Source: an optimization exercise on an open RTL-to-GDS flow (aim: small area). Production flows keep margins and buffers that such runs may drop.
The RTL was checked by simulation tests, not by an equivalence proof against the original design.
Power and IR drop assume default switching activity.

==> flow/design.v (excerpt) <==
module SystolicCore(
	input clk,
	input rst,
	input start,
	input mode_conv_mm,
	input isac,
	input isrelu,
	input isbn,
	input [22:0] dfsm_config,
	input all_data_rdy,
	input pe_config_1_1,
	input pe_config_1_2,
	input pe_config_1_3,
	input pe_config_2_1,
	input pe_config_2_2,
	input pe_config_2_3,
	input [7:0] data_horz_1_1,
	input [7:0] data_horz_1_2,
	input [7:0] data_horz_1_3,
	input [7:0] data_horz_2_1,
	input [7:0] data_horz_2_2,
	input [7:0] data_horz_2_3,
	input [7:0] data_obli_1,
	input [7:0] data_obli_2,
	input [7:0] data_obli_3,
	input [7:0] data_obli_4,
	input [7:0] data_obli_5,
	input [7:0] data_obli_6,
	input [15:0] data_bn_1,
	input [15:0] data_bn_2,
	input data_bn_en,
	output data_preread,
	output [7:0] dout_1_1,
	output [7:0] dout_1_2,
	output [7:0] dout_1_3,
	output [7:0] dout_1_4,
	output [7:0] dout_2_1,
	output [7:0] dout_2_2,
	output [7:0] dout_2_3,
	output [7:0] dout_2_4,
	output dout_en_1_1,
	output dout_en_1_2,
	output dout_en_1_3,
	output dout_en_1_4,
	output dout_en_2_1,
	output dout_en_2_2,
	output dout_en_2_3,
	output dout_en_2_4
);
Settings: LEC_CHECK=0, CAP_MARGIN=0, CORE_MARGIN=2, CORE_UTILIZATION=60, CTS_BUF_LIST=sky130_fd_sc_hd__clkbuf_4, PLACE_DENSITY=0.7, SLEW_MARGIN=0; clock period 12.0 ns.
standard.sh (not shown) runs the stock make flow with config.mk's settings and CLKGATE_MAP_FILE= SYNTH_SCRIPT=/design/flow/synth_recipe.tcl, a recipe that flattens the netlist after the stock synthesis.
==> flow/flow/run.sh <==
#!/bin/bash
# The standard layout, with the port buffers made of the smallest buffer.
set -e
export BUFFER_PORTS_ARGS="-buffer_cell sky130_fd_sc_hd__buf_1"
bash standard.sh > standard_flow.log 2>&1
The starting point passed the timing, DRC and antenna checks.
Edit:
==> flow/run.sh (new file) <==
#!/bin/bash
# synth_recipe.tcl (not shown) runs the flow's synth.tcl, then flattens the netlist and writes it again
# the make line also repeats each setting of config.mk as NAME=value (left out here)
make -C /OpenROAD-flow-scripts/flow DESIGN_CONFIG=/design/flow/config.mk WORK_HOME=/design/flow/orfs CLKGATE_MAP_FILE= SYNTH_SCRIPT=/design/flow/synth_recipe.tcl finish
- CAP_MARGIN: 0 -> 20
- CORE_UTILIZATION: 60 -> 45
- CTS_BUF_LIST: sky130_fd_sc_hd__clkbuf_4 -> sky130_fd_sc_hd__clkbuf_8
- PLACE_DENSITY: 0.7 -> 0.6
- SETUP_SLACK_MARGIN: not set -> 0.3
- SLEW_MARGIN: 0 -> 20
removed: flow/flow/run.sh
removed: flow/standard.sh
Result:
- count of clock-buffer cells in the layout falls by 239
- fmax goes up by 0.58%
- global-route usage drops by 6.6 points
- design area increases by 3.3%
- via count went down by 2.5%
- setup slack gets better by 63 ps
- synthesized area is unchanged
- core utilization goes down by 15 points

* * *

exp/cedar:
Another version of the RTL of SystolicCore (not shown whole).
For scale: roughly 7500 cells after synthesis, roughly 1500 flip-flops, ~240 I/O pins, roughly 76000 um2 of cells after synthesis.
## SystolicCore
module SystolicCore(
	input clk,
	input rst,
	input start,
	input mode_conv_mm,
	input isac,
	input isrelu,
	input isbn,
	input [22:0] dfsm_config,
	input all_data_rdy,
	input pe_config_1_1,
	input pe_config_1_2,
	input pe_config_1_3,
	input pe_config_2_1,
	input pe_config_2_2,
	input pe_config_2_3,
	input [7:0] data_horz_1_1,
	input [7:0] data_horz_1_2,
	input [7:0] data_horz_1_3,
	input [7:0] data_horz_2_1,
	input [7:0] data_horz_2_2,
	input [7:0] data_horz_2_3,
	input [7:0] data_obli_1,
	input [7:0] data_obli_2,
	input [7:0] data_obli_3,
	input [7:0] data_obli_4,
	input [7:0] data_obli_5,
	input [7:0] data_obli_6,
	input [15:0] data_bn_1,
	input [15:0] data_bn_2,
	input data_bn_en,
	output data_preread,
	output [7:0] dout_1_1,
	output [7:0] dout_1_2,
	output [7:0] dout_1_3,
	output [7:0] dout_1_4,
	output [7:0] dout_2_1,
	output [7:0] dout_2_2,
	output [7:0] dout_2_3,
	output [7:0] dout_2_4,
	output dout_en_1_1,
	output dout_en_1_2,
	output dout_en_1_3,
	output dout_en_1_4,
	output dout_en_2_1,
	output dout_en_2_2,
	output dout_en_2_3,
	output dout_en_2_4
);
==> flow/config.mk <==
export PLATFORM = sky130hd
export DESIGN_NAME = SystolicCore
export DESIGN_NICKNAME = SystolicCore
export VERILOG_FILES = /design/flow/design.v
export SDC_FILE = /design/flow/constraint.sdc
export NUM_CORES = 4
export LEC_CHECK = 0
export CAP_MARGIN = 0
export CORE_MARGIN = 2
export CORE_UTILIZATION = 65
export CTS_BUF_LIST = sky130_fd_sc_hd__clkbuf_4
export CTS_CLUSTER_DIAMETER = 80
export CTS_CLUSTER_SIZE = 8
export PLACE_DENSITY = 0.75
export SLEW_MARGIN = 0
==> flow/constraint.sdc <==
create_clock -name core_clock -period 12.0 [get_ports {clk}]
set_input_delay 2.4000 -clock core_clock [delete_from_list [all_inputs] [get_ports {clk}]]
set_output_delay 2.4000 -clock core_clock [all_outputs]
set_load 0.01 [all_outputs]
==> flow/flow/run.sh <==
#!/bin/bash
# The standard layout, with the port buffers made of the smallest buffer.
set -e
export BUFFER_PORTS_ARGS="-buffer_cell sky130_fd_sc_hd__buf_1"
bash standard.sh > standard_flow.log 2>&1
Changes in exp/lagoon relative to exp/cedar:
Settings: a change of CORE_UTILIZATION from 65 to 60; a change of PLACE_DENSITY from 0.75 to 0.7.
- exp/lagoon went all the way through the flow, and no timing, DRC or antenna check failed.
- Comparing total length of routed met3 wires for exp/cedar and exp/lagoon, the smaller number came from exp/lagoon.
- Looking only at horizontal die dimension, and setting everything else aside, the higher value of exp/cedar and exp/lagoon goes to exp/lagoon.
- On placed standard-cell area, exp/cedar and exp/lagoon are neck and neck.
- Per the comparison of exp/lagoon with exp/cedar, fmax held, final design area excluding fillers level, power now sits lower.
- From exp/cedar to exp/lagoon the numbers moved as follows: switching component of the power increased by about 0.8% relative to the old numbers, die outline area +9800 um2.
- exp/cedar and exp/lagoon ended up with nearly the same register fraction of the total cell area.
- Looking at peak fanout along the critical path, exp/lagoon sits 19 below exp/cedar.
Input-level comparison between exp/nickel and exp/lagoon:
Settings: changing CTS_CLUSTER_DIAMETER from 80 to 60.
--- outcome ---
- On met1 global-route usage, exp/nickel and exp/lagoon are basically level.
- Any difference in total global-route track usage between exp/nickel and exp/lagoon is small enough to ignore.
- Compared with exp/lagoon, in exp/nickel design area did not really move, power went up, global-route wire length before repair did not really move, wire length did not really move, count of routing violations after the opening detailed-route iteration went down.
Here is what was changed in the inputs of exp/juniper compared with exp/nickel.
Settings: swapping 60 for 55 in CORE_UTILIZATION; swapping 60 for 80 in CTS_CLUSTER_DIAMETER; swapping 0.7 for 0.65 in PLACE_DENSITY.
[summary]
Cmp exp/juniper vs exp/nickel: fraction of power consumed by the clock network lower in exp/juniper
Of exp/juniper and exp/nickel, the lower amount of wire on met2 after detailed routing belongs to exp/juniper.
Tap cell count was higher in exp/juniper than in exp/nickel.
The final standard cell count with taps included and fillers excluded reported for exp/juniper is greater than that of exp/nickel by 143.
Diff exp/nickel -> exp/juniper: number of inserted diodes shows a reduction of 1, share of the cycle needed by the critical path after routing shows an increase of 1.2 points, effective utilization at floorplan shows a reduction of 5.1 points, setup slack shows a reduction of 0.14 ns, design area shows no meaningful change.
Compared exp/juniper vs exp/nickel, and number of buffers created by CTS is down in exp/juniper.

* * *

== the baseline ==
Another version of the RTL of SystolicCore (not shown whole).
Size: about 7,400 cells after synthesis, ~1,500 flip-flops, about 240 I/O pins.
Settings: LEC_CHECK=0, CAP_MARGIN=0, CORE_MARGIN=2, CORE_UTILIZATION=60, CTS_BUF_LIST=sky130_fd_sc_hd__clkbuf_4, CTS_CLUSTER_DIAMETER=80, CTS_CLUSTER_SIZE=8, PLACE_DENSITY=0.7, SLEW_MARGIN=0; clock period 12.0 ns.
Scripts as last shown in full above: flow/flow/run.sh
The baseline finished every stage and its layout cleared the timing, DRC and antenna checks.
Here is what was changed in the inputs of the candidate compared with the baseline.
-- flow/config.mk --
<<< the baseline, line 10
export CORE_UTILIZATION = 60
export CTS_BUF_LIST = sky130_fd_sc_hd__clkbuf_4
export CTS_CLUSTER_DIAMETER = 80
export CTS_CLUSTER_SIZE = 8
export PLACE_DENSITY = 0.7
>>> the candidate, line 10
export CORE_UTILIZATION = 60
export CTS_BUF_LIST = sky130_fd_sc_hd__clkbuf_4
export CTS_CLUSTER_DIAMETER = 60
export CTS_CLUSTER_SIZE = 8
export PLACE_DENSITY = 0.7
### Flow results
Compared with the baseline, placement density in the core of the candidate is higher.
The candidate falls short of the baseline in final critical delay including setup and external delays.
Power density over the cells of the candidate exceeds that of the baseline slightly.
The candidate ends up with higher area growth from synthesis to final layout than the baseline does.
Between the baseline and the candidate, the difference in final net count is negligible.

* * *

== job 7395 ==
Another version of the RTL of SystolicCore (not shown whole).
For scale: about 7600 cells after synthesis, ~240 I/O pins, about 0.077 mm2 of cells after synthesis.
==> flow/config.mk <==
export PLATFORM = sky130hd
export DESIGN_NAME = SystolicCore
export DESIGN_NICKNAME = SystolicCore
export VERILOG_FILES = /design/flow/design.v
export SDC_FILE = /design/flow/constraint.sdc
export NUM_CORES = 4
export LEC_CHECK = 0
export CAP_MARGIN = 0
export CORE_MARGIN = 2
export CORE_UTILIZATION = 60
export CTS_BUF_LIST = sky130_fd_sc_hd__clkbuf_4
export CTS_CLUSTER_DIAMETER = 60
export CTS_CLUSTER_SIZE = 9
export PLACE_DENSITY = 0.7
export SLEW_MARGIN = 0
==> flow/constraint.sdc <==
create_clock -name core_clock -period 12.0 [get_ports {clk}]
set_input_delay 2.4000 -clock core_clock [delete_from_list [all_inputs] [get_ports {clk}]]
set_output_delay 2.4000 -clock core_clock [all_outputs]
set_load 0.01 [all_outputs]
Scripts as last shown in full above: flow/flow/run.sh
The final layout from job 7395, which completed every stage, passed the timing, DRC and antenna checks at the end of the flow.
Input-level comparison between job 3194 and job 7395:
Settings: CTS_CLUSTER_SIZE changed from 9 to 8.
Findings:
Summary of job 3194 over job 7395: area enclosed by the die boundary held steady; number of flip-flops and latches held steady.
Compared to job 7395, job 3194 has worst hold slack 26 ps higher.
Compared job 3194 against job 7395; total routing usage reported by global routing within noise.
Taking job 7395 as the reference, in job 3194 fraction of area in registers closely matched the old numbers, met3 usage has remained practically unchanged, worst IR drop on VDD went up.
Job 7395 -> job 3194: total design power increased slightly
In the tables for job 3194 and job 7395, clock share of power reads higher with job 3194.
As far as first-pass GRT wire length is concerned, job 7395 and job 3194 perform about the same.
Edits applied to the flow inputs when going from job 3194 to job 1808:
Settings: a change of CTS_CLUSTER_DIAMETER from 60 to 80.
--- outcome ---
For job 1808 and job 3194, there was not a single run that failed to finish clean.
On final instance area, job 3194 tracks job 1808 almost exactly.
Compared with job 3194, in job 1808 power now smaller, core utilization now smaller, part of the total power dissipated in combinational logic now larger.
Wire length on met3 in job 1808 is about 0.35% below job 3194.
Between job 1808 and job 3194, it is job 1808 whose fraction of power spent switching nets is higher, by 0.57 points.
Average wire per cell in the routed design of job 3194 is on par with job 1808.
The hold slack was comparable across job 1808 and job 3194.

* * *

JK:
RTL: one of the versions met above, not the one the previous note started from.
Size: about 8000 cells after synthesis, about 240 I/O pins, about 0.079 mm^2 of cells after synthesis.
## SystolicCore
module SystolicCore(
	input clk,
	input rst,
	input start,
	input mode_conv_mm,
	input isac,
	input isrelu,
	input isbn,
	input [22:0] dfsm_config,
	input all_data_rdy,
	input pe_config_1_1,
	input pe_config_1_2,
	input pe_config_1_3,
	input pe_config_2_1,
	input pe_config_2_2,
	input pe_config_2_3,
	input [7:0] data_horz_1_1,
	input [7:0] data_horz_1_2,
	input [7:0] data_horz_1_3,
	input [7:0] data_horz_2_1,
	input [7:0] data_horz_2_2,
	input [7:0] data_horz_2_3,
	input [7:0] data_obli_1,
	input [7:0] data_obli_2,
	input [7:0] data_obli_3,
	input [7:0] data_obli_4,
	input [7:0] data_obli_5,
	input [7:0] data_obli_6,
	input [15:0] data_bn_1,
	input [15:0] data_bn_2,
	input data_bn_en,
	output data_preread,
	output [7:0] dout_1_1,
	output [7:0] dout_1_2,
	output [7:0] dout_1_3,
	output [7:0] dout_1_4,
	output [7:0] dout_2_1,
	output [7:0] dout_2_2,
	output [7:0] dout_2_3,
	output [7:0] dout_2_4,
	output dout_en_1_1,
	output dout_en_1_2,
	output dout_en_1_3,
	output dout_en_1_4,
	output dout_en_2_1,
	output dout_en_2_2,
	output dout_en_2_3,
	output dout_en_2_4
);
Settings: LEC_CHECK=0, CAP_MARGIN=0, CORE_MARGIN=2, CORE_UTILIZATION=60, CTS_BUF_LIST=sky130_fd_sc_hd__clkbuf_4, CTS_CLUSTER_DIAMETER=80, CTS_CLUSTER_SIZE=9, PLACE_DENSITY=0.7, SLEW_MARGIN=0; clock period 12.0 ns.
Scripts as last shown in full above: flow/flow/run.sh
[inputs] MS vs JK
- a change of CTS_BUF_LIST from sky130_fd_sc_hd__clkbuf_4 to sky130_fd_sc_hd__clkbuf_4 sky130_fd_sc_hd__clkbuf_8
Notes after the runs:
- From JK to MS the numbers moved as follows: synthesis-to-layout area growth went up 1.4 points; final worst-path cycle share held; clock tree buffer count of the final layout now sits higher.
- JK has lower total power density per cell area than MS.
- Sort JK and MS by relative max-transition margin, descending, and MS comes first.
- Each of the runs, namely JK and MS, reached the end of the flow and came out clean.
- As far as number of H-tree branching levels goes, MS and JK are indistinguishable; the numbers are identical.
- Reported for JK and MS, die width turned out identical to the last digit.
- Met1 wire length essentially unchanged between JK and MS.
- Maximum frequency: JK vs MS, no meaningful difference
## Diff of input files: AL against MS
- setting SETUP_SLACK_MARGIN to 0.3 for the first time
- changing CAP_MARGIN from 0 to 20
- removing CTS_CLUSTER_DIAMETER (formerly 80)
- changing CTS_BUF_LIST from sky130_fd_sc_hd__clkbuf_4 sky130_fd_sc_hd__clkbuf_8 to sky130_fd_sc_hd__clkbuf_4
- removing CTS_CLUSTER_SIZE (formerly 9)
- changing SLEW_MARGIN from 0 to 20
==> flow/run.sh (new file) <==
#!/bin/bash
# synth_recipe.tcl (not shown) runs the flow's synth.tcl, then flattens the netlist and writes it again
# the make line also repeats each setting of config.mk as NAME=value (left out here)
make -C /OpenROAD-flow-scripts/flow DESIGN_CONFIG=/design/flow/config.mk WORK_HOME=/design/flow/orfs CLKGATE_MAP_FILE= SYNTH_SCRIPT=/design/flow/synth_recipe.tcl finish
removed: flow/flow/run.sh
removed: flow/standard.sh
[summary]
Diff AL and MS: total power lower in MS
Compared with MS, via count of the first global-routing pass in AL increased by a few percent.
MS -> AL: count of vias placed by the detailed router increased by a few percent
MS -> AL: flip-flop and latch count delta 0, exact match
Going from MS to AL, number of buffers other than clock buffers in the final layout increased 1.5%, detailed placer's ending HPWL comparable, final design area excluding fillers higher, number of DRC markers in iteration 0 now sits lower.
Relative to AL, the following input files were edited for TR:
- PLACE_DENSITY: 0.7 -> 0.6
- CORE_UTILIZATION: 60 -> 45
- CTS_BUF_LIST: sky130_fd_sc_hd__clkbuf_4 -> unset
[summary]
On wire length, TR does worse than AL. Clock-cell share of area: TR > AL. TR vs AL: area of the placeable core up in TR. Diff AL -> TR | final RePlAce weighted congestion | decrease of 2.7%. Post-route clock period utilization: TR vs AL down 2.0 points.
## Diff of input files: PW against TR
- PLACE_DENSITY now 0.7, was 0.6
- SETUP_SLACK_MARGIN no longer set, was 0.3
- SLEW_MARGIN now 0, was 20
- CTS_CLUSTER_DIAMETER now 35, previously not set
- CTS_BUF_LIST now sky130_fd_sc_hd__clkbuf_4, previously not set
- CTS_CLUSTER_SIZE now 10, previously not set
- CAP_MARGIN now 0, was 20
- CORE_UTILIZATION now 60, was 45
==> flow/flow/run.sh (new file) <==
#!/bin/bash
# The standard layout, with the port buffers made of the smallest buffer.
set -e
export BUFFER_PORTS_ARGS="-buffer_cell sky130_fd_sc_hd__buf_1"
bash standard.sh > standard_flow.log 2>&1
==> flow/standard.sh (new file) <==
#!/bin/bash
# synth_recipe.tcl (not shown) runs the flow's synth.tcl, then flattens the netlist and writes it again
# the make line also repeats each setting of config.mk as NAME=value (left out here)
make -C /OpenROAD-flow-scripts/flow DESIGN_CONFIG=/design/flow/config.mk WORK_HOME=/design/flow/orfs CLKGATE_MAP_FILE= SYNTH_SCRIPT=/design/flow/synth_recipe.tcl "${@:-finish}"
removed: flow/run.sh
==> comparison <==
PW vs TR: final period demand of the worst path down
When the final numbers for PW and TR were put side by side, the buffering overhead turned out to be greater in TR.
On setup skew after layout, TR beats PW.

[port drivers added, routing unchanged]
How much do the figures lean on ideal ports? The routed layouts below were timed once more, with nothing changed but the port constraints.
Step 1, drivers: a clkbuf_16 drives clk and a buf_2 each remaining input, both assumed.
Step 2 moves the port delays by t, midway between the first and last clock arrival at a register: inputs arrive t later, outputs are due t later. That takes back most of the time a late clock gives input paths.
Three values: ideal, step 1, step 2; two values: the first two.
| run | shift t [ns] | setup slack, ns | hold slack, ns | worst setup path at the end | worst data-port slew with drivers (ns) |
|---|---|---|---|---|---|
| the first run of note 1 | 1.382 | 1.073 / 1.007 / 1.007 | 0.328 / 0.328 / 0.328 | input to output | 0.14 |
| the second run of note 1 | 1.051 | 1.135 / 1.062 / 1.062 | 0.326 / 0.326 / 0.326 | input to output | 0.15 |
| exp/cedar | 1.235 | 1.461 / 1.393 / 1.434 | 0.331 / 0.331 / 0.331 | input to output | 0.07 |
| exp/lagoon | 1.298 | 1.452 / 1.370 / 1.444 | 0.333 / 0.333 / 0.333 | input to output | 0.08 |
| exp/nickel | 1.246 | 1.449 / 1.375 / 1.435 | 0.323 / 0.323 / 0.323 | input to output | 0.08 |
| exp/juniper | 1.303 | 1.309 / 1.238 / 1.447 | 0.269 / 0.269 / 0.269 | input to output | 0.11 |
| the baseline | 1.232 | 1.019 / 0.945 / 1.080 | 0.320 / 0.320 / 0.320 | input to output | 0.08 |
| the candidate | 1.267 | 0.996 / 0.920 / 1.113 | 0.328 / 0.328 / 0.328 | input to output | 0.08 |
| job 7395 | 1.274 | 1.244 / 1.170 / 1.475 | 0.298 / 0.298 / 0.298 | input to output | 0.11 |
| job 3194 | 1.284 | 1.232 / 1.157 / 1.520 | 0.325 / 0.325 / 0.325 | input to output | 0.11 |
| job 1808 | 1.291 | 1.221 / 1.147 / 1.508 | 0.325 / 0.325 / 0.325 | input to output | 0.11 |
| JK | 1.248 | 1.073 / 1.011 / 1.011 | 0.332 / 0.332 / 0.332 | input to output | 0.13 |
| MS | 0.981 | 1.084 / 1.023 / 1.023 | 0.326 / 0.326 / 0.326 | input to output | 0.13 |
| AL | 1.351 | 0.879 / 0.813 / 0.813 | 0.319 / 0.319 / 0.319 | input to output | 0.06 |
| TR | 0.873 | 1.121 / 1.046 / 1.046 | 0.326 / 0.326 / 0.326 | input to output | 0.16 |
| PW | 1.352 | 1.144 / 1.083 / 1.083 | 0.338 / 0.338 / 0.338 | input to output | 0.13 |
After both steps every run listed still meets setup and hold. The setup slack of TR, which loses most, moves by -0.075 ns with the drivers and by -0.075 ns with both steps.
